This design comes from an exercise in tuning for small area on the open sky130 flow, not from production work. RTL that was checked went through simulation tests only; none was proved equivalent to the original. Only the layout flow was run in runs 1 and 2; the RTL was not checked for function there. Power is estimated from default activity; no workload was simulated.

**flow/run.sh**
```bash
#!/bin/bash
# The standard layout (standard.sh) with three changes:
#  - synthesis is the standard flow's script unchanged except that ABC maps the logic with
#    flow/abc_area.script (area-oriented mapping, no buffering or upsizing);
#  - clock tree synthesis adds no dummy loads;
#  - port buffers are buf_1 cells.
# Each tool's output is in the ORFS logs under orfs/logs; make's is in standard.log.
set -euo pipefail
here=$(pwd)
{
  echo 'proc abc {args} {'
  echo '  set i [lsearch -exact $args -script]'
  echo '  if { $i >= 0 } { lset args [expr {$i + 1}] '"$here"'/flow/abc_area.script }'
  echo '  set j [lsearch -exact $args -D]'
  echo '  if { $j >= 0 } { set args [lreplace $args $j [expr {$j + 1}]] }'
  echo '  yosys abc {*}$args'
  echo '}'
  cat synth_recipe.tcl
} > my_synth.tcl
sed "s#SYNTH_SCRIPT=[^ ]*#SYNTH_SCRIPT=$here/my_synth.tcl#" standard.sh > my_standard.sh
grep -q "SYNTH_SCRIPT=$here/my_synth.tcl" my_standard.sh
export CTS_ARGS="-sink_clustering_enable -repair_clock_nets -dont_use_dummy_load"
export BUFFER_PORTS_ARGS="-buffer_cell sky130_fd_sc_hd__buf_1"
bash my_standard.sh > standard.log 2>&1
```
**flow/abc_area.script**
```
strash; &get -n; &fraig -x; &dch -f; &nf -R 1000; &put; strash; &get -n; &dch -f; &nf -R 1000; &put; topo
```
**standard.sh**
```bash
#!/bin/bash
# synth_recipe.tcl (not shown) runs the flow's synth.tcl, then flattens the netlist and writes it again
# the make line also repeats each setting of config.mk as NAME=value (left out here)
make -C /OpenROAD-flow-scripts/flow DESIGN_CONFIG=/design/flow/config.mk WORK_HOME=/design/flow/orfs CLKGATE_MAP_FILE= SYNTH_SCRIPT=/design/flow/synth_recipe.tcl "${@:-finish}"
```
**config.mk**
```make
export PLATFORM = sky130hd
export DESIGN_NAME = controller
export DESIGN_NICKNAME = controller
export VERILOG_FILES = /design/flow/design.v
export SDC_FILE = /design/flow/constraint.sdc
export NUM_CORES = 4
export LEC_CHECK = 0
export ABC_AREA = 1
export CAP_MARGIN = 20
export CORE_MARGIN = 2
export CORE_UTILIZATION = 40
export SLEW_MARGIN = 20
```
**constraint.sdc**
```tcl
create_clock -name core_clock -period 10.0 [get_ports {clk}]
set_input_delay 2.0000 -clock core_clock [delete_from_list [all_inputs] [get_ports {clk}]]
set_output_delay 2.0000 -clock core_clock [all_outputs]
set_load 0.01 [all_outputs]
```
**design.v**
```verilog
`timescale 1ns / 1ps
module recieve(
input rxd,
input clk,
input ce,
input rst,
output reg [7:0] word,
output word_on_line);
reg [7:0] shift;
reg [3:0] state;
assign word_on_line = (state == 4'd9);
always @(posedge clk)
    if (ce)
        begin
            if (rst)
                state <= 4'd15;
            else if (state[3] == 1'b0)
                state <= state + 4'd1;
            else if (state == 4'd8)
                state <= rxd ? 4'd9 : 4'd8;
            else
                state <= rxd ? 4'd15 : 4'd0;
        end
always @(posedge clk)
    if (ce && state[3] == 1'b0)
        shift <= {rxd, shift[7:1]};
always @(posedge clk)
    if (ce)
        begin
            if (rst)
                word <= 8'd0;
            else if (state == 4'd8 && rxd)
                word <= shift;
        end
endmodule
`timescale 1ns / 1ps
module transmit(
input clk,
input ce,
input rst,
input connection_status,
output transmit_ready,
output last_step,
output start_bit,
output data_bit,
output [2:0] bit_index
);
reg [4:0] state;
assign transmit_ready = (state == 5'd4);
assign last_step = (state == 5'd28);
assign start_bit = (state == 5'd7);
assign data_bit = (state[4:3] == 2'b01);
assign bit_index = state[2:0];
always @(posedge clk)
    if (ce)
        begin
            if (rst || !connection_status || last_step)
                state <= 5'd4;
            else
                state <= state + 5'd1;
        end
endmodule
`timescale 1ns / 1ps
module echo_mode(
input clk,
input ce,
input rst,
input SW,
input rxd,
output txd,
output [7:0] word
);
reg connection_status;
reg [9:0] counter;
reg [7:0] data;
wire word_on_line;
wire transmit_ready;
wire start_bit;
wire data_bit;
wire [2:0] bit_index;
recieve rx (
    .rxd(rxd),
    .clk(clk),
    .ce(ce),
    .rst(rst),
    .word(word),
    .word_on_line(word_on_line)
);
transmit tx (
    .clk(clk),
    .ce(ce),
    .rst(rst),
    .connection_status(connection_status),
    .transmit_ready(transmit_ready),
    .last_step(),
    .start_bit(start_bit),
    .data_bit(data_bit),
    .bit_index(bit_index)
);
assign txd = !(start_bit || (data_bit && !data[bit_index]));
always @(posedge clk)
    if (ce && transmit_ready && connection_status)
        data <= word;
always @(posedge clk)
    if (ce)
        begin
            if (rst)
                connection_status <= 1'b0;
            else if (!SW)
                begin
                    if (word_on_line)
                        connection_status <= 1'b1;
                    else if (transmit_ready && counter[9:1] != 9'd0)
                        connection_status <= 1'b0;
                end
        end
always @(posedge clk)
    if (ce && !rst && !SW)
        counter <= word_on_line ? 10'd1 : {counter[8:0], counter[9] ^ counter[6] ^ (counter[8:0] == 9'd0)};
endmodule
`timescale 1ns / 1ps
module message_mode(
input clk,
input ce,
input rst,
input SW,
output txd
);
reg [9:0] hi;
reg [3:0] lo;
reg adv;
wire transmit_ready;
wire start_bit;
wire data_bit;
wire last_step;
wire [2:0] bit_index;
wire at_end = (hi == 10'b1111010000) && (lo == 4'd8);      
wire connection_status = (hi == 10'd0) && (lo != 4'd0) && !(lo[3] && lo[2] && lo[1]);    
wire step = SW && (transmit_ready || at_end);
transmit tx (
    .clk(clk),
    .ce(ce),
    .rst(rst),
    .connection_status(connection_status),
    .transmit_ready(transmit_ready),
    .last_step(last_step),
    .start_bit(start_bit),
    .data_bit(data_bit),
    .bit_index(bit_index)
);
reg rom;
always @*
    case ({lo, bit_index})
        7'b0001011: rom = 1'b1;
        7'b0001101: rom = 1'b1;
        7'b0001110: rom = 1'b1;
        7'b0010000: rom = 1'b1;
        7'b0010010: rom = 1'b1;
        7'b0010101: rom = 1'b1;
        7'b0010110: rom = 1'b1;
        7'b0011010: rom = 1'b1;
        7'b0011011: rom = 1'b1;
        7'b0011101: rom = 1'b1;
        7'b0011110: rom = 1'b1;
        7'b0100010: rom = 1'b1;
        7'b0100011: rom = 1'b1;
        7'b0100101: rom = 1'b1;
        7'b0100110: rom = 1'b1;
        7'b0101000: rom = 1'b1;
        7'b0101001: rom = 1'b1;
        7'b0101010: rom = 1'b1;
        7'b0101011: rom = 1'b1;
        7'b0101101: rom = 1'b1;
        7'b0101110: rom = 1'b1;
        7'b0110101: rom = 1'b1;
        7'b0111000: rom = 1'b1;
        7'b0111001: rom = 1'b1;
        7'b0111010: rom = 1'b1;
        7'b0111100: rom = 1'b1;
        7'b0111101: rom = 1'b1;
        7'b0111110: rom = 1'b1;
        7'b1000000: rom = 1'b1;
        7'b1000001: rom = 1'b1;
        7'b1000010: rom = 1'b1;
        7'b1000011: rom = 1'b1;
        7'b1000101: rom = 1'b1;
        7'b1000110: rom = 1'b1;
        7'b1001001: rom = 1'b1;
        7'b1001100: rom = 1'b1;
        7'b1001101: rom = 1'b1;
        7'b1001110: rom = 1'b1;
        7'b1010010: rom = 1'b1;
        7'b1010011: rom = 1'b1;
        7'b1010101: rom = 1'b1;
        7'b1010110: rom = 1'b1;
        7'b1011010: rom = 1'b1;
        7'b1011101: rom = 1'b1;
        7'b1011110: rom = 1'b1;
        7'b1100000: rom = 1'b1;
        7'b1100101: rom = 1'b1;
        default: rom = 1'b0;
    endcase
assign txd = !(start_bit || (data_bit && !rom));
always @(posedge clk)
    if (ce && transmit_ready && connection_status)
        adv <= SW;
wire load_defer = transmit_ready && connection_status && (lo != 4'd13);
always @(posedge clk)
    if (ce)
        begin
            if (rst)
                lo <= (SW && transmit_ready) ? 4'd1 : 4'd0;
            else if (SW && at_end)
                lo <= 4'd0;
            else if ((SW && transmit_ready && !load_defer) || (last_step && adv))
                lo <= lo + 4'd1;
        end
always @(posedge clk)
    if (ce)
        begin
            if (rst)
                hi <= 10'd0;
            else if (step && (lo == 4'd15 || at_end))
                hi <= at_end ? 10'd0 : {hi[8:0], ~(hi[9] ^ hi[6])};
        end
endmodule
`timescale 1ns / 1ps
module controller(
input clk,
input SW,
input rst,
input rxd,
output reg txd,
output [7:0] LD
);
reg [6:0] div;
wire tick = (div == 7'b1110001);
wire txd_1;
wire txd_2;
always @(posedge clk)
    if (rst)
        div <= 7'b1110001;
    else
        div <= {div[5:0], div[6] ^ div[5] ^ tick};
echo_mode echo(
    .clk(clk),
    .ce(tick),
    .rst(rst),
    .SW(SW),
    .rxd(rxd),
    .word(LD),
    .txd(txd_1)
);
message_mode msg(
    .clk(clk),
    .ce(tick),
    .rst(rst),
    .SW(SW),
    .txd(txd_2)
);
always @(posedge clk)
    if (rst)
        txd <= 1'b1;
    else
        txd <= SW ? txd_2 : txd_1;
endmodule
```
==> flow_summary_export.csv, run 1 <==
group,metric,value,unit
routing,firstDrtPassIters,6,
routing,wl_per_cell,14.2,um
pwr,p_per_area,155,mW/mm^2
synthesis,ys_ff_latch,72,
cells_and_area,insertedDiodeCount,0,
floorplanning,rows,32,
synthesis,synth_compound_area_frac,0.0572,
floorplanning,start_util,0.414,
sta,period_minus_slack,3.66,ns
floorplanning,fp.dieW,93.7,um
global_routing,grt-ovfl-total,0,
cts,cts-root-buf,"clkbuf_8",
synthesis,synth_area_leader_cell,"edfxtp_1",
sta,worstMarginPinSlew,0.807,ns
setup_path,worstSetupStartpointType,"input pin",
synthesis,synth_top_family_by_area,"simple AND/OR/NAND/NOR gates",
cts,cts-resized-gates,0,
routing,wirelength,5.35,mm
cts,numCtsBuffers,9,
cells_and_area,fill_cells,728,
setup_path,crit_path_end_kind,"register",
cells_and_area,final_common_cell,"edfxtp_1",
synthesis,synth-simple-area-share,0.180,
floorplanning,coreArea,0.00777,sq mm
cts,cts_setup_buffers,0,
sta,period_share,0.366,
synthesis,yosysWarnings,5,
sta,hold_viol,0,
global_routing,grt_pass1_wl,8.91,mm
cells_and_area,drive_gt1_frac,0.0471,
placed_design,gp_congestion,0.734,
min_path,min_path_type,"reg2reg",
cells_and_area,ff_latch_area,0.00208,sq mm
cts,h-tree-depth,3,
placed_design,dp_hpwl,3.62,mm
synthesis,synth.top_cell.area_share,0.597,
synthesis,synth_xor_xnor_area_share,0.0327,
cells_and_area,finish.net_count,294,
sta,finClkSkew,0.0276,ns
floorplanning,ios,13,
routing,first_iter_violations,70,
routing,num_vias,1912,
setup_path,cp_max_fo,29,
synthesis,yosys-top-cells-area,"edfxtp_1, dfxtp_1, ha_1",
cells_and_area,syn_to_final_growth,9.68,%
sta,tns,0,ns
run_status,outcome,"no timing/DRC/antenna violations",
routing,antenna_left,0,
cts,clock_latency,0.35,ns
global_routing,antenna_found_initial,0,
routing,drc,0,
floorplanning,die_h,93.7,um
sta,fin_ws,6.34,ns
synthesis,syn_area,0.00322,sq mm
synthesis,synthDistinctLibCells,34,
sta,fmax,273,MHz
setup_path,rr_endpoint,"msg.hi[8]",
setup_path,crit_start,"rst",
global_routing,grt_pass1_vias,1882,
sta,rsz0062_at_grt,"no",
setup_path,worstSetupPathType,"in2reg",
sta,setup_violations,0,
cts,cts.sinks,72,
synthesis,syn-instance-count,253,
cts,cts_hold_buf,0,
cts,cts_tree,"yes",
setup_path,worst_setup_path_endpoint,"msg.hi[8]",
cts,clk_pin_slew_worst_paths,0.08,ns
cells_and_area,multi_input_area,0.00109,sq mm
setup_path,r2r_start,"msg.hi[1]",
cells_and_area,layout_common_cells,"edfxtp_1, nor2_1, and2_0, nor2b_1, clkinv_1",
routing,vias_per_cell,5.06,
floorplanning,dieArea,0.00878,sq mm
synthesis,synthAdderAreaFrac,0.0467,
placed_design,port_buffers,12,
global_routing,grt.total_usage,0.135,
sta,slew_viol_final,0,
global_routing,grt_max_degree,30,
setup_path,worstPathRequired,9.95,ns
run,maxCapViolCount,0,
synthesis,ys_seq_area_frac,0.647,
synthesis,synth_mux_area_frac,0.0206,
cts,cts_max_path_buffers,2,
sta,fin_hold_ws,0.431,ns
sta,relSlewSlack,0.460,
pwr,peakVddDrop,0.102,mV
placed_design,dp_slack,6.00,ns
synthesis,syn_nets,269,
setup_path,r2r_cells,6,
setup_path,arrival,3.61,ns
pwr,leakagePower,1.14,nW
setup_path,r2r_slack,6.97,ns
synthesis,synth.avg_cell_area,12.7,sq um
-- cell families (layout without fill, tap and decap cells) --
group | count (synthesis) | count (layout)
compound gates | 30 | 30
xor+xnor | 12 | 12
fa+ha+maj | 12 | 12
buf+inv | 13 | 36
flops | 72 | 72
mux | 4 | 4
simple gates | 110 | 110
-- routing by layer --
| layer | share of wire | GRT usage | up-vias |
|---|---|---|---|
| met5 | 0 | 0 | - |
| met4 | 0.021 | 0.0616 | 0 |
| met3 | 0.040 | 0.0457 | 10 |
| met2 | 0.45 | 0.201 | 29 |
| met1 | 0.49 | 0.179 | 907 |
| li1 | - | - | 966 |
-- Yosys cell counts, drive strengths merged --
library cell / instances
nand3b: 2
nand2: 10
nand2b: 3
nand3: 9
xor2: 8
mux2i: 1
mux2: 1
o211ai: 2
nor4: 3
or3: 3
nor3: 7
a31oi: 5
a21oi: 6
and2: 17
nor2b: 14
edfxtp: 64
a41oi: 1
clkinv: 13
xnor2: 4
nor4b: 1
o22ai: 2
o21ai: 10
o2111ai: 2
and3: 2
mux4: 2
ha: 12
a221o: 1
dfxtp: 8
nand4: 4
nor2: 29
or4: 2
or2: 3
a32oi: 1
and4: 1
-- area by class of cell --
class / instances / area share
repair buffers: 14 / 0.0170
flip-flops and latches: 72 / 0.590
clock buffers: 9 / 0.0351
inverters: 13 / 0.0138
multi-input cells: 168 / 0.308
well taps: 102 / 0.0362
-- worst min path at each step --
stage	from	end	slack (ns)	cells after the start
after floorplan	div[4]	div[5]	0.41	1
after global placement	echo.rx.shift[1]	echo.rx.shift[0]	0.42	0
after detailed placement	echo.rx.shift[7]	echo.rx.shift[6]	0.43	0
after CTS	echo.rx.shift[7]	echo.rx.shift[6]	0.44	0
after global routing	echo.rx.shift[7]	echo.rx.shift[6]	0.44	0
final	echo.rx.shift[7]	echo.rx.shift[6]	0.43	0
-- per-stage QoR --
step	cells	area [sq um]	util	total power, mW
4_1_cts	378	3530	0.454	0.556
3_3_place_gp	369	3400	0.438	0.382
2_1_floorplan	253	3220	-	0.371
5_1_grt	378	3530	0.454	0.573
3_5_place_dp	369	3400	0.438	0.382
6_report	378	3530	0.454	0.548
-- worst max-delay path, cell delays in order --
cell	delay, ns
buf_1	0.07
buf_4	0.29
nor2_1	0.19
nor2_1	0.34
a41oi_1	0.08
nor2_1	0.64
-- report_power, final --
group / internal (mW) / switching, mW / total (mW)
Sequential: 0.337 / 0.00753 / 0.344
Clock: 0.0802 / 0.0927 / 0.173
Combinational: 0.0121 / 0.0192 / 0.0313
Total: 0.429 / 0.120 / 0.548
-- sequential cells by signal, indices dropped and copies added, names as in the netlist --
signal / cells
echo.counter: 10
msg.hi: 10
echo.data: 8
echo.rx.shift: 8
echo.rx.word: 8
div: 7
echo.tx.state: 5
msg.tx.state: 5
echo.rx.state: 4
msg.lo: 4
echo.connection_status: 1
msg.adv: 1
txd: 1
==> inputs of run 2 (changes only) <==
--- a/flow/run.sh
+++ b/flow/run.sh
@@ -19,6 +19,6 @@
 } > my_synth.tcl
 sed "s#SYNTH_SCRIPT=[^ ]*#SYNTH_SCRIPT=$here/my_synth.tcl#" standard.sh > my_standard.sh
 grep -q "SYNTH_SCRIPT=$here/my_synth.tcl" my_standard.sh
-export CTS_ARGS="-sink_clustering_enable -repair_clock_nets -dont_use_dummy_load"
+export CTS_ARGS="-sink_clustering_enable -repair_clock_nets -dont_use_dummy_load -sink_clustering_size 25 -sink_clustering_max_diameter 80 -buf_list sky130_fd_sc_hd__clkbuf_8"
 export BUFFER_PORTS_ARGS="-buffer_cell sky130_fd_sc_hd__buf_1"
 bash my_standard.sh > standard.log 2>&1
==> run 2 against run 1 <==
Compared with the run above: still clean; synthesized cell count stayed put; core utilization stayed put; via count stayed put; global-route usage stayed put; routed wire length stayed put; sequential share of layout area stayed put; register-to-register slack hardly changed; fmax stayed put; clock-buffer cell count stayed put; power stayed put; critical path type unchanged; critical endpoint unchanged; highest routed layer unchanged.
==> flow_summary_export.csv, run 2 <==
group,metric,value,unit
cells_and_area,stdcell_area,0.00353,sq mm
pwr,leakagePower,1.14,nW
synthesis,async_flop_share,0,
global_routing,grt.total_usage,0.135,
synthesis,yosysMostFrequentCell,"edfxtp_1",
synthesis,syn_nets,269,
sta,period_minus_slack,3.66,ns
synthesis,yosys-top-cells-area,"edfxtp_1, dfxtp_1, ha_1",
floorplanning,dieArea,0.00878,sq mm
cells_and_area,syn_to_final_growth,9.68,%
cells_and_area,final_common_cell,"edfxtp_1",
synthesis,syn_area,0.00322,sq mm
run,maxCapViolCount,0,
placed_design,place_area,0.00340,sq mm
floorplanning,start_util,0.414,
cts,cts-resized-gates,0,
cts,h-tree-depth,3,
floorplanning,rows,32,
cells_and_area,fill_cells,728,
sta,finClkSkew,0.0276,ns
routing,drc,0,
synthesis,syn-instance-count,253,
cts,cts_hold_buf,0,
sta,fin_ws,6.34,ns
pwr,pwr-share-seq,0.628,
pwr,intPower,0.429,mW
setup_path,worstPathRequired,9.95,ns
cells_and_area,finish.net_count,294,
sta,setup_violations,0,
pwr,p_clk_frac,0.315,
synthesis,synthAdderAreaFrac,0.0467,
setup_path,crit_start,"rst",
placed_design,dp_cells,369,
synthesis,synthDistinctLibCells,34,
floorplanning,ios,13,
setup_path,worstSetupStartpointType,"input pin",
pwr,netSwitchingFraction,0.218,
routing,num_vias,1912,
pwr,p_comb_frac,0.057,
pwr,power_switching,0.120,mW
pwr,peakVddDrop,0.102,mV
cells_and_area,layout_common_cells,"edfxtp_1, nor2_1, and2_0, nor2b_1, clkinv_1",
cts,numCtsBuffers,9,
cts,cts_setup_buffers,0,
synthesis,yosysWarnings,5,
cts,cts.sinks,72,
sta,worstMarginPinSlew,0.807,ns
global_routing,antenna_found_initial,0,
placed_design,gp_congestion,0.734,
synthesis,synth_common_cells,"edfxtp_1, nor2_1, and2_0, nor2b_1, clkinv_1",
cts,cts_tree,"yes",
synthesis,synth_top_family_by_area,"simple AND/OR/NAND/NOR gates",
sta,rsz0062_at_grt,"no",
run_status,outcome,"no timing/DRC/antenna violations",
global_routing,grt_max_degree,30,
synthesis,synthFlopType,"edfxtp_1",
floorplanning,fp.dieW,93.7,um
min_path,min_path_type,"reg2reg",
floorplanning,coreArea,0.00777,sq mm
routing,wl_per_cell,14.2,um
setup_path,arrival,3.61,ns
floorplanning,die_h,93.7,um
cells_and_area,reg_top3,"echo.counter (10), msg.hi (10)",
sta,hold_viol,0,
sta,period_share,0.366,
placed_design,dp_hpwl,3.62,mm
global_routing,grt_pass1_wl,8.91,mm
synthesis,synth.avg_cell_area,12.7,sq um
pwr,p_per_area,155,mW/mm^2
placed_design,dp_slack,6.00,ns
placed_design,port_buffers,12,
cells_and_area,drive_gt1_frac,0.0471,
cts,cts-root-buf,"clkbuf_8",
synthesis,synth-simple-area-share,0.180,
routing,vias_per_cell,5.06,
synthesis,synth.top_cell.area_share,0.597,
setup_path,crit_path_end_kind,"register",
routing,wirelength,5.35,mm
routing,first_iter_violations,70,
global_routing,grt-ovfl-total,0,
global_routing,grt_pass1_vias,1882,
synthesis,ys_seq_area_frac,0.647,
sta,slew_viol_final,0,
synthesis,synth_mux_area_frac,0.0206,
synthesis,synth-edff-count,64,
routing,antenna_left,0,
sta,relSlewSlack,0.460,
sta,tns,0,ns
setup_path,worstSetupPathType,"in2reg",
synthesis,synth_compound_area_frac,0.0572,
synthesis,synth_area_leader_cell,"edfxtp_1",
routing,firstDrtPassIters,6,
min_path,hold_path_startpoint,"echo.rx.shift[7]",
cts,cts_max_path_buffers,2,
sta,fmax,273,MHz
setup_path,r2r_start,"msg.hi[1]",
cells_and_area,insertedDiodeCount,0,
cts,clock_latency,0.35,ns
setup_path,cp_max_fo,29,
synthesis,synth_xor_xnor_area_share,0.0327,
cts,clk_pin_slew_worst_paths,0.08,ns
cells_and_area,final_cells,378,
synthesis,ys_ff_latch,72,
## run 2: cell counts after synthesis
Identical to the previous run, type by type.
## run 2: power groups by stage
stage               registers, mW  logic [mW]  clock network, mW
finish                      0.344      0.0313              0.173
global route                0.346      0.0357              0.192
CTS                         0.344      0.0319              0.180
detailed placement          0.351      0.0316                  0
global placement            0.351      0.0312                  0
floorplan                   0.349      0.0218                  0
## run 2: stage by stage
step                hold slack, ns  utilization  power (mW)
CTS                          0.440        0.454       0.556
global placement             0.424        0.438       0.382
detailed placement           0.429        0.438       0.382
global route                 0.445        0.454       0.573
finish                       0.431        0.454       0.548
floorplan                    0.415            -       0.371
## run 2: critical path, stage by stage
cell and delay (ns):
buf_1 0.07, buf_4 0.29, nor2_1 0.19, nor2_1 0.34, a41oi_1 0.08, nor2_1 0.64
## run 2: path summary, 6_finish.rpt
| path | slack (ns) | depth (start not counted) | to |
|---|---|---|---|
| max reg2reg | 6.97 | 6 | msg.hi[8] |
| max | 6.34 | 6 | msg.hi[8] |
| min reg2reg | 0.43 | 0 | echo.rx.shift[6] |
| min | 0.43 | 0 | echo.rx.shift[6] |
## run 2: cells by family (layout without fill, tap and decap cells)
| group | count (synthesis) | after routing |
|---|---|---|
| multiplexers | 4 | 4 |
| AO/OA/AOI/OAI | 30 | 30 |
| adder cells (fa/ha/maj) | 12 | 12 |
| flip-flops | 72 | 72 |
| XOR/XNOR | 12 | 12 |
| buffers and inverters | 13 | 36 |
| AND/OR/NAND/NOR | 110 | 110 |
## run 2: cell type report
cell class	count	area, sq um	share of cell area
inverter	13	48.8	0.0138
sequential	72	2080	0.590
tap	102	128	0.0362
clock buffer	9	124	0.0351
timing repair buffer	14	60.1	0.0170
multi-input combinational	168	1090	0.308
## run 2: routing by layer
metal,global-route usage,vias to the layer above,routed length [um]
met5,0,-,0
met4,0.0616,0,113
met1,0.179,907,2610
li1,-,966,-
met3,0.0457,10,214
met2,0.201,29,2410
==> inputs of run 3 (changes only) <==
--- a/design.v
+++ b/design.v
@@ -126,31 +126,21 @@
 input SW,
 output txd
 );
+reg p;
 reg [9:0] hi;
 reg [3:0] lo;
 reg adv;
-wire transmit_ready;
-wire start_bit;
-wire data_bit;
-wire last_step;
-wire [2:0] bit_index;
-wire at_end = (hi == 10'b1111010000) && (lo == 4'd8);      
-wire connection_status = (hi == 10'd0) && (lo != 4'd0) && !(lo[3] && lo[2] && lo[1]);    
+wire at_end = !p && (hi == 10'b1000010111) && (lo == 4'd8);    
+wire connection_status = p && (lo != 4'd0) && !(lo[3] && lo[2] && lo[1]);    
+wire transmit_ready = !p || (hi[4:0] == 5'd4);
+wire last_step = (hi[4:0] == 5'd28);        
+wire start_bit = (hi[4:0] == 5'd7);
+wire data_bit = (hi[4:3] == 2'b01);
 wire step = SW && (transmit_ready || at_end);
-transmit tx (
-    .clk(clk),
-    .ce(ce),
-    .rst(rst),
-    .connection_status(connection_status),
-    .transmit_ready(transmit_ready),
-    .last_step(last_step),
-    .start_bit(start_bit),
-    .data_bit(data_bit),
-    .bit_index(bit_index)
-);
+wire carry = step && (lo == 4'd15);        
 reg rom;
 always @*
-    case ({lo, bit_index})
+    case ({lo, hi[2:0]})
         7'b0001011: rom = 1'b1;
         7'b0001101: rom = 1'b1;
         7'b0001110: rom = 1'b1;
@@ -200,7 +190,7 @@
         7'b1100101: rom = 1'b1;
         default: rom = 1'b0;
     endcase
-assign txd = !(start_bit || (data_bit && !rom));
+assign txd = !(p && (start_bit || (data_bit && !rom)));
 always @(posedge clk)
     if (ce && transmit_ready && connection_status)
         adv <= SW;
@@ -212,16 +202,29 @@
                 lo <= (SW && transmit_ready) ? 4'd1 : 4'd0;
             else if (SW && at_end)
                 lo <= 4'd0;
-            else if ((SW && transmit_ready && !load_defer) || (last_step && adv))
+            else if ((SW && transmit_ready && !load_defer) || (connection_status && last_step && adv))
                 lo <= lo + 4'd1;
         end
 always @(posedge clk)
     if (ce)
         begin
-            if (rst)
-                hi <= 10'd0;
-            else if (step && (lo == 4'd15 || at_end))
-                hi <= at_end ? 10'd0 : {hi[8:0], ~(hi[9] ^ hi[6])};
+            if (rst || (SW && at_end))
+                begin
+                    p <= 1'b1;
+                    hi <= 10'd4;
+                end
+            else if (carry)
+                begin
+                    p <= 1'b0;
+                    hi <= {hi[8:0], ~(hi[9] ^ hi[6])};
+                end
+            else if (p)
+                begin
+                    if (!connection_status || last_step)
+                        hi[4:0] <= 5'd4;
+                    else
+                        hi[4:0] <= hi[4:0] + 5'd1;
+                end
         end
 endmodule
 `timescale 1ns / 1ps
==> flow/run.sh (replaced) <==
#!/bin/bash
# The standard layout (standard.sh) with three changes:
#  - synthesis is the standard flow's script unchanged except that ABC maps the logic with
#    flow/abc_area.script (area-oriented mapping, no buffering or upsizing)
#    and no half/full adder cells are extracted before it (ABC maps them);
#  - clock tree synthesis adds no dummy loads;
#  - port buffers are buf_1 cells.
# Each tool's output is in the ORFS logs under orfs/logs; make's is in standard.log.
set -euo pipefail
here=$(pwd)
{
  echo 'proc abc {args} {'
  echo '  set i [lsearch -exact $args -script]'
  echo '  if { $i >= 0 } { lset args [expr {$i + 1}] '"$here"'/flow/abc_area.script }'
  echo '  set j [lsearch -exact $args -D]'
  echo '  if { $j >= 0 } { set args [lreplace $args $j [expr {$j + 1}]] }'
  echo '  yosys abc {*}$args'
  echo '}'
  echo 'proc extract_fa {args} {}'
  cat synth_recipe.tcl
} > my_synth.tcl
sed "s#SYNTH_SCRIPT=[^ ]*#SYNTH_SCRIPT=$here/my_synth.tcl#" standard.sh > my_standard.sh
grep -q "SYNTH_SCRIPT=$here/my_synth.tcl" my_standard.sh
export CTS_ARGS="-sink_clustering_enable -repair_clock_nets -dont_use_dummy_load"
export BUFFER_PORTS_ARGS="-buffer_cell sky130_fd_sc_hd__buf_1"
bash my_standard.sh > standard.log 2>&1
==> run 3 against run 2 <==
Compared with the run above: clock power is 3% lower; sequential power is 5% lower; highest routed layer unchanged; routed wire length shrank 0.95%; design area down 7.0%; clock-buffer cell count did not move; sequential share of layout area increased by 0.77 points; critical path type unchanged; still clean on timing, DRC and antenna; synthesized cell count shrank 6.3%; largest cell class unchanged.
==> flow_summary_export.csv, run 3 <==
group,metric,value,unit
synthesis,synth_mux_area_frac,0.0186,
synthesis,syn_nets,241,
setup_path,crit_start,"SW",
sta,worstMarginPinSlew,0.712,ns
placed_design,gp_congestion,0.877,
cts,cts.sinks,68,
floorplanning,ios,13,
setup_path,worstSetupStartpointType,"input pin",
setup_path,worst_setup_path_endpoint,"msg.hi[2]",
pwr,leakagePower,1.05,nW
cts,clk_pin_slew_worst_paths,0.07,ns
cts,clock_latency,0.33,ns
sta,fmax,265,MHz
sta,hold_viol,0,
sta,fin_hold_ws,0.434,ns
synthesis,synth_xor_xnor_area_share,0.0237,
sta,period_minus_slack,3.78,ns
placed_design,dp_hpwl,3.60,mm
synthesis,ys_seq_area_frac,0.662,
floorplanning,die_h,90.0,um
sta,slew_viol_final,0,
run_status,outcome,"no timing/DRC/antenna violations",
synthesis,yosys-top-cells-area,"edfxtp_1, nor2b_1, dfxtp_1",
cts,cts_max_path_buffers,2,
sta,rsz0062_at_grt,"no",
placed_design,port_buffers,12,
cts,cts_hold_buf,0,
floorplanning,fp.dieW,90.0,um
setup_path,r2r_slack,7.08,ns
synthesis,syn_area,0.00296,sq mm
cells_and_area,utilization,0.455,
synthesis,synth.top_cell.area_share,0.608,
global_routing,grt.total_usage,0.142,
routing,num_vias,1873,
run,maxCapViolCount,0,
sta,setup_violations,0,
cts,numCtsBuffers,9,
cells_and_area,insertedDiodeCount,0,
setup_path,critPathMaxStageDelay,0.62,ns
synthesis,ys_ff_latch,68,
pwr,peakVddDrop,0.0574,mV
cells_and_area,layout_common_cells,"edfxtp_1, nor2b_1, nor2_1, a21oi_1, nand2_1",
synthesis,synth_area_leader_cell,"edfxtp_1",
cells_and_area,reg_top3,"echo.counter (10), msg.hi (10)",
global_routing,grt_pass1_vias,1908,
pwr,netSwitchingFraction,0.220,
synthesis,synth_compound_area_frac,0.0967,
pwr,p_clk_frac,0.317,
routing,wl_per_cell,14.7,um
pwr,intPower,0.412,mW
routing,vias_per_cell,5.20,
synthesis,async_flop_share,0,
setup_path,cp_max_fo,7,
setup_path,r2r_cells,8,
setup_path,worstSetupPathType,"in2reg",
pwr,finalPower,0.528,mW
setup_path,worstPathRequired,10.01,ns
synthesis,synth-edff-count,60,
floorplanning,coreArea,0.00721,sq mm
global_routing,grt_pass1_wl,9.14,mm
cells_and_area,final_cells,360,
setup_path,path_common_cell,"nor2_1",
pwr,p_comb_frac,0.062,
setup_path,r2r_start,"msg.hi[0]",
pwr,power_switching,0.116,mW
global_routing,grt-ovfl-total,0,
synthesis,yosysWarnings,5,
cells_and_area,finish.net_count,267,
synthesis,synth-simple-area-share,0.192,
cts,h-tree-depth,3,
cts,cts_setup_buffers,0,
min_path,min_path_type,"reg2reg",
synthesis,synthAdderAreaFrac,0,
sta,finClkSkew,0.0282,ns
synthesis,yosysMostFrequentCell,"edfxtp_1",
synthesis,synthDistinctLibCells,38,
floorplanning,rows,31,
sta,period_share,0.378,
floorplanning,start_util,0.411,
sta,relSlewSlack,0.522,
cts,cts-resized-gates,0,
synthesis,synth.avg_cell_area,12.5,sq um
floorplanning,dieArea,0.00811,sq mm
cts,cts-root-buf,"clkbuf_8",
pwr,pwr-share-seq,0.622,
cells_and_area,syn_to_final_growth,10.8,%
setup_path,critical_path.cell_chain,"buf_1, nand2_1, nor3_1, nor2_1, nor2_1, a21o_1",
routing,firstDrtPassIters,4,
setup_path,crit_path_end_kind,"register",
cells_and_area,final_common_cell,"edfxtp_1",
routing,first_iter_violations,92,
synthesis,synth_top_family_by_area,"simple AND/OR/NAND/NOR gates",
synthesis,synth_common_cells,"edfxtp_1, nor2b_1, nor2_1, a21oi_1, nand2_1",
pwr,p_per_area,161,mW/mm^2
global_routing,grt_max_degree,28,
cells_and_area,drive_gt1_frac,0.0575,
global_routing,antenna_found_initial,0,
setup_path,rr_endpoint,"msg.hi[2]",
routing,antenna_left,0,
synthesis,synthFlopType,"edfxtp_1",
routing,wirelength,5.30,mm
synthesis,syn-instance-count,237,
setup_path,critPathSlowestCell,"nor3_1",
cts,cts_tree,"yes",
setup_path,arrival,3.79,ns
routing,drc,0,
placed_design,dp_cells,351,
sta,tns,0,ns
-- run 3: cell count changes after synthesis, moves of 3 or more --
cell / change
edfxtp_1: -4
clkinv_1: -8
ha_1: -12
xor2_1: -6
nor2_1: -8
nand2_1: +4
nor2b_1: +14
and2_0: -16
a21oi_1: +9
and3_1: +3
-- run 3: metrics by stage --
step | instance area (sq um) | setup WS [ns]
after floorplan | 2960 | 6.35
after global placement | 3150 | 5.99
after detailed placement | 3150 | 5.86
after CTS | 3280 | 6.21
after global routing | 3280 | 6.05
final | 3280 | 6.22
-- run 3: worst min-delay path by stage --
| stage | start | end | cells past startpoint |
|---|---|---|---|
| floorplan | div[4] | div[5] | 1 |
| global placement | div[4] | div[5] | 1 |
| detailed placement | echo.rx.shift[4] | echo.rx.shift[3] | 0 |
| CTS | echo.rx.shift[2] | echo.rx.shift[1] | 0 |
| global route | echo.rx.shift[2] | echo.rx.shift[1] | 0 |
| finish | echo.rx.shift[2] | echo.rx.shift[1] | 0 |
-- run 3: kinds of logic (layout without fill, tap and decap cells) --
group,Yosys count,count (layout)
AOI/OAI and AO/OA,47,47
DFF,68,68
buffers and inverters,5,29
muxes,3,3
xor gates and xnor gates,8,8
and+or+nand+nor,106,106
-- run 3: critical path: cells and delay by family --
family                 cells  cell delay (ns)
and+or+nand+nor            4             1.30
AOI/OAI and AO/OA          1             0.25
buffers and inverters      1             0.24
-- run 3: power groups by stage --
stage / sequential [mW] / clock [mW] / combinational, mW
finish: 0.328 / 0.167 / 0.0326
global route: 0.330 / 0.185 / 0.0376
CTS: 0.328 / 0.172 / 0.0330
detailed placement: 0.334 / 0 / 0.0327
global placement: 0.334 / 0 / 0.0322
floorplan: 0.332 / 0 / 0.0227
-- run 3: final cells by class --
type	count	area (sq um)
flip-flops and latches	68	1960
multi-input cells	164	986
fillers	673	3930
inverters	5	18.8
repair buffers	15	67.6
well taps	99	124
clock buffers	9	124
-- run 3: routing by layer --
metal	global-route usage	share of wire	vias to the layer above
met5	0	0	-
met4	0.0692	0.023	0
met3	0.0394	0.027	12
met2	0.200	0.44	32
met1	0.202	0.51	882
li1	-	-	947
==> inputs of run 4 (changes only) <==
--- a/design.v
+++ b/design.v
@@ -130,64 +130,92 @@
 reg [9:0] hi;
 reg [3:0] lo;
 reg adv;
-wire at_end = !p && (hi == 10'b1000010111) && (lo == 4'd8);    
+wire at_end = !p && (hi == 10'b0011001001) && (lo == 4'd8);    
 wire connection_status = p && (lo != 4'd0) && !(lo[3] && lo[2] && lo[1]);    
-wire transmit_ready = !p || (hi[4:0] == 5'd4);
-wire last_step = (hi[4:0] == 5'd28);        
-wire start_bit = (hi[4:0] == 5'd7);
-wire data_bit = (hi[4:3] == 2'b01);
+wire transmit_ready = !p || ready_st;
 wire step = SW && (transmit_ready || at_end);
 wire carry = step && (lo == 4'd15);        
+reg ready_st;
+always @*
+    case ({hi[8], hi[6], hi[2:0]})
+        5'b00101: ready_st = 1'b1;
+        default: ready_st = 1'b0;
+    endcase
+reg start_bit;
+always @*
+    case ({hi[8], hi[6], hi[2:0]})
+        5'b11100: start_bit = 1'b1;
+        default: start_bit = 1'b0;
+    endcase
+reg data_bit;
+always @*
+    case ({hi[8], hi[6], hi[2:0]})
+        5'b11000: data_bit = 1'b1;
+        5'b10001: data_bit = 1'b1;
+        5'b11010: data_bit = 1'b1;
+        5'b01101: data_bit = 1'b1;
+        5'b10011: data_bit = 1'b1;
+        5'b10111: data_bit = 1'b1;
+        5'b00110: data_bit = 1'b1;
+        5'b01100: data_bit = 1'b1;
+        default: data_bit = 1'b0;
+    endcase
+reg last_step;
+always @*
+    case ({hi[8], hi[6], hi[2:0]})
+        5'b00001: last_step = 1'b1;
+        default: last_step = 1'b0;
+    endcase
 reg rom;
 always @*
     case ({lo, hi[2:0]})
-        7'b0001011: rom = 1'b1;
         7'b0001101: rom = 1'b1;
         7'b0001110: rom = 1'b1;
+        7'b0001111: rom = 1'b1;
         7'b0010000: rom = 1'b1;
         7'b0010010: rom = 1'b1;
-        7'b0010101: rom = 1'b1;
         7'b0010110: rom = 1'b1;
+        7'b0010111: rom = 1'b1;
         7'b0011010: rom = 1'b1;
-        7'b0011011: rom = 1'b1;
         7'b0011101: rom = 1'b1;
         7'b0011110: rom = 1'b1;
+        7'b0011111: rom = 1'b1;
         7'b0100010: rom = 1'b1;
-        7'b0100011: rom = 1'b1;
         7'b0100101: rom = 1'b1;
         7'b0100110: rom = 1'b1;
+        7'b0100111: rom = 1'b1;
         7'b0101000: rom = 1'b1;
         7'b0101001: rom = 1'b1;
         7'b0101010: rom = 1'b1;
-        7'b0101011: rom = 1'b1;
         7'b0101101: rom = 1'b1;
         7'b0101110: rom = 1'b1;
-        7'b0110101: rom = 1'b1;
+        7'b0101111: rom = 1'b1;
+        7'b0110111: rom = 1'b1;
         7'b0111000: rom = 1'b1;
         7'b0111001: rom = 1'b1;
         7'b0111010: rom = 1'b1;
-        7'b0111100: rom = 1'b1;
-        7'b0111101: rom = 1'b1;
+        7'b0111011: rom = 1'b1;
         7'b0111110: rom = 1'b1;
+        7'b0111111: rom = 1'b1;
         7'b1000000: rom = 1'b1;
         7'b1000001: rom = 1'b1;
         7'b1000010: rom = 1'b1;
-        7'b1000011: rom = 1'b1;
         7'b1000101: rom = 1'b1;
         7'b1000110: rom = 1'b1;
+        7'b1000111: rom = 1'b1;
         7'b1001001: rom = 1'b1;
-        7'b1001100: rom = 1'b1;
-        7'b1001101: rom = 1'b1;
+        7'b1001011: rom = 1'b1;
         7'b1001110: rom = 1'b1;
+        7'b1001111: rom = 1'b1;
         7'b1010010: rom = 1'b1;
-        7'b1010011: rom = 1'b1;
         7'b1010101: rom = 1'b1;
         7'b1010110: rom = 1'b1;
+        7'b1010111: rom = 1'b1;
         7'b1011010: rom = 1'b1;
-        7'b1011101: rom = 1'b1;
         7'b1011110: rom = 1'b1;
+        7'b1011111: rom = 1'b1;
         7'b1100000: rom = 1'b1;
-        7'b1100101: rom = 1'b1;
+        7'b1100111: rom = 1'b1;
         default: rom = 1'b0;
     endcase
 assign txd = !(p && (start_bit || (data_bit && !rom)));
@@ -211,7 +239,7 @@
             if (rst || (SW && at_end))
                 begin
                     p <= 1'b1;
-                    hi <= 10'd4;
+                    hi <= 10'b0000111101;
                 end
             else if (carry)
                 begin
@@ -219,12 +247,7 @@
                     hi <= {hi[8:0], ~(hi[9] ^ hi[6])};
                 end
             else if (p)
-                begin
-                    if (!connection_status || last_step)
-                        hi[4:0] <= 5'd4;
-                    else
-                        hi[4:0] <= hi[4:0] + 5'd1;
-                end
+                hi <= (!connection_status || last_step) ? 10'b0000111101 : {hi[8:0], ~(hi[9] ^ hi[6])};
         end
 endmodule
 `timescale 1ns / 1ps
--- a/flow/run.sh
+++ b/flow/run.sh
@@ -1,8 +1,7 @@
 #!/bin/bash
 # The standard layout (standard.sh) with three changes:
 #  - synthesis is the standard flow's script unchanged except that ABC maps the logic with
-#    flow/abc_area.script (area-oriented mapping, no buffering or upsizing)
-#    and no half/full adder cells are extracted before it (ABC maps them);
+#    flow/abc_area.script (area-oriented mapping, no buffering or upsizing);
 #  - clock tree synthesis adds no dummy loads;
 #  - port buffers are buf_1 cells.
 # Each tool's output is in the ORFS logs under orfs/logs; make's is in standard.log.
@@ -16,7 +15,6 @@
   echo '  if { $j >= 0 } { set args [lreplace $args $j [expr {$j + 1}]] }'
   echo '  yosys abc {*}$args'
   echo '}'
-  echo 'proc extract_fa {args} {}'
   cat synth_recipe.tcl
 } > my_synth.tcl
 sed "s#SYNTH_SCRIPT=[^ ]*#SYNTH_SCRIPT=$here/my_synth.tcl#" standard.sh > my_standard.sh
==> run 4 against run 3 <==
Compared with the run above: still clean; power up 0.61%; design area up 4.0%; area after synthesis up 4.5%; clock power about the same; highest routed layer unchanged.
==> flow_summary_export.csv, run 4 <==
group,metric,value,unit
synthesis,synth.top_cell.area_share,0.582,
synthesis,ys_seq_area_frac,0.640,
cts,clock_latency,0.33,ns
global_routing,grt_util_met3,0.0403,
cts,cts_max_path_buffers,2,
sta,setup_violations,0,
run,maxCapViolCount,0,
cts,numCtsBuffers,9,
synthesis,yosys-top-cells-area,"edfxtp_1, dfxtp_1, ha_1",
synthesis,synth_common_cells,"edfxtp_1, nor2_1, nand2_1, a21oi_1",
pwr,leakagePower,1.09,nW
pwr,peakVddDrop,0.0902,mV
sta,rsz0062_at_grt,"no",
floorplanning,dieArea,0.00846,sq mm
placed_design,gp_congestion,0.777,
synthesis,syn_nets,262,
routing,antenna_left,0,
cts,cts-root-buf,"clkbuf_8",
sta,fmax,253,MHz
synthesis,async_flop_share,0,
sta,tns,0,ns
cts,cts_tree,"yes",
routing,firstDrtPassIters,4,
floorplanning,die_h,92.0,um
synthesis,synth_area_leader_cell,"edfxtp_1",
placed_design,dp_slack,5.82,ns
cells_and_area,syn_to_final_growth,10.3,%
global_routing,antenna_found_initial,0,
cells_and_area,final_common_cell,"edfxtp_1",
floorplanning,rows,32,
setup_path,worstSetupStartpointType,"input pin",
global_routing,grt-ovfl-total,0,
synthesis,ys_ff_latch,69,
run_status,outcome,"no timing/DRC/antenna violations",
floorplanning,start_util,0.407,
routing,wl_per_cell,14.9,um
synthesis,yosysMostFrequentCell,"edfxtp_1",
synthesis,yosysWarnings,5,
routing,vias_per_cell,5.31,
cells_and_area,insertedDiodeCount,0,
cts,cts.sinks,69,
cells_and_area,final_cells,375,
synthesis,synthFlopType,"edfxtp_1",
setup_path,arrival,4.13,ns
setup_path,cp_max_fo,9,
global_routing,grt_pass1_wl,9.48,mm
setup_path,worstPathRequired,10.18,ns
global_routing,grt.total_usage,0.144,
sta,worstMarginPinSlew,0.696,ns
cts,cts_hold_buf,0,
min_path,min_path_type,"reg2reg",
sta,hold_viol,0,
routing,drc,0,
cells_and_area,reg_top3,"echo.counter (10), msg.hi (10)",
sta,period_minus_slack,3.95,ns
cells_and_area,drive_gt1_frac,0.0513,
routing,first_iter_violations,143,
placed_design,port_buffers,12,
cts,h-tree-depth,3,
pwr,p_per_area,156,mW/mm^2
synthesis,syn-instance-count,250,
sta,relSlewSlack,0.534,
sta,slew_viol_final,0,
setup_path,worstSetupPathType,"in2reg",
cts,cts-resized-gates,0,
synthesis,syn_area,0.00310,sq mm
floorplanning,ios,13,
cells_and_area,layout_common_cells,"edfxtp_1, nor2_1, nand2_1, a21oi_1",
setup_path,crit_path_end_kind,"register",
global_routing,grt_max_degree,28,
global_routing,met2_usage,0.207,
sta,period_share,0.395,
floorplanning,coreArea,0.00761,sq mm
cells_and_area,utilization,0.449,
synthesis,synthDistinctLibCells,38,
global_routing,use_met1,0.214,
sta,finClkSkew,0.0294,ns
synthesis,synth-edff-count,60,
floorplanning,fp.dieW,92.0,um
synthesis,synth.avg_cell_area,12.4,sq um
cells_and_area,finish.net_count,287,
global_routing,top_usage_layer,"met1",
global_routing,grt_pass1_vias,1953,
cts,cts_setup_buffers,0,
placed_design,dp_cells,366,
placed_design,dp_hpwl,3.85,mm
cts,clk_pin_slew_worst_paths,0.07,ns
sta,fin_ws,6.05,ns
routing,wirelength,5.59,mm
routing,num_vias,1991,
[run 4: cell types whose count changed after synthesis, sizes merged, moves of 3 or more]
cell    previous run  this run
nor2b             28        14
and2               1        14
ha                 0         8
clkinv             5        12
xor2               2         6
and3               5         2
nand2             14        17
nand3b             3         0
nor2              21        18
or3                2         5
xnor2              6         3
[run 4: cell families after synthesis]
kind of cell	after synthesis	share of synthesized area
XOR/XNOR	9	0.0255
AND/OR/NAND/NOR	100	0.173
multiplexers	4	0.0210
adder cells (fa/ha/maj)	8	0.0323
AO/OA/AOI/OAI	48	0.0934
buffers and inverters	12	0.0146
flip-flops	69	0.640
[run 4: metrics by stage]
step,hold slack (ns),power (mW),area [sq um]
final,0.443,0.531,3410
after global routing,0.463,0.556,3410
after CTS,0.446,0.536,3410
after detailed placement,0.429,0.370,3280
after global placement,0.426,0.370,3280
after floorplan,0.415,0.358,3100
[run 4: per-layer routing]
layer	share of wire	wire (um)	up-vias
li1	-	-	980
met5	0	0	-
met3	0.040	224	6
met4	0.014	76	0
met2	0.43	2410	49
met1	0.51	2880	956
[run 4: critical path: stages]
cell,delay [ns]
buf_1,0.16
and4b_1,0.24
a31oi_1,0.43
clkinv_1,0.36
nor2_1,0.38
nand2_1,0.12
nand2_1,0.07
o21ai_0,0.08
a22oi_1,0.20
mux2i_1,0.09
[run 4: area by class of cell]
type / instances / area (sq um)
Inverter: 12 / 45.0
Tap cell: 102 / 128
Fill cell: 709 / 4190
Clock buffer: 9 / 124
Sequential cell: 69 / 1980
Timing Repair Buffer: 14 / 60.1
Multi-Input combinational cell: 169 / 1070
[run 4: power by group]
group	leakage, nW	switching [mW]	internal, mW	total [mW]
logic	0.404	0.0205	0.0124	0.0329
registers	0.617	0.00881	0.323	0.332
clock network	0.0647	0.0864	0.0801	0.167
[run 4: worst paths after layout]
path	cells after the start	to	slack [ns]	start
setup / recovery	10	msg.data_bit	6.05	SW
hold / removal	1	div[2]	0.44	div[1]
setup reg to reg	11	msg.data_bit	6.98	msg.lo[0]
hold reg to reg	1	div[2]	0.44	div[1]

static timing again, ports no longer ideal:
Ports are ideal in the flow. The routed layouts listed here were re-timed in OpenROAD.
Step 1: set_driving_cell puts a clkbuf_16 on clk and a buf_2 on each other input, an assumption about the parent block.
Step 2 also shifts input and output timing later by t, the mid clock arrival at the registers, as if the neighbouring blocks saw the same clock.
a / b / c = no drivers / after step 1 / after step 2; a / b = the first two.
run | t (ns) | setup WS [ns] | worst hold slack (ns) | latest minus earliest clock arrival (ns) | worst slew at a driven data input, ns
run 1 | 0.365 | 6.339 / 6.345 / 5.980 | 0.431 / 0.431 / 0.431 | 0.028 / 0.028 | 0.03
run 2 | 0.365 | 6.339 / 6.345 / 5.980 | 0.431 / 0.431 / 0.431 | 0.028 / 0.028 | 0.03
run 3 | 0.347 | 6.219 / 6.219 / 5.872 | 0.434 / 0.434 / 0.434 | 0.028 / 0.028 | 0.03
run 4 | 0.346 | 6.048 / 6.055 / 5.709 | 0.443 / 0.443 / 0.443 | 0.030 / 0.030 | 0.03
After both steps setup and hold are still met in every run listed.
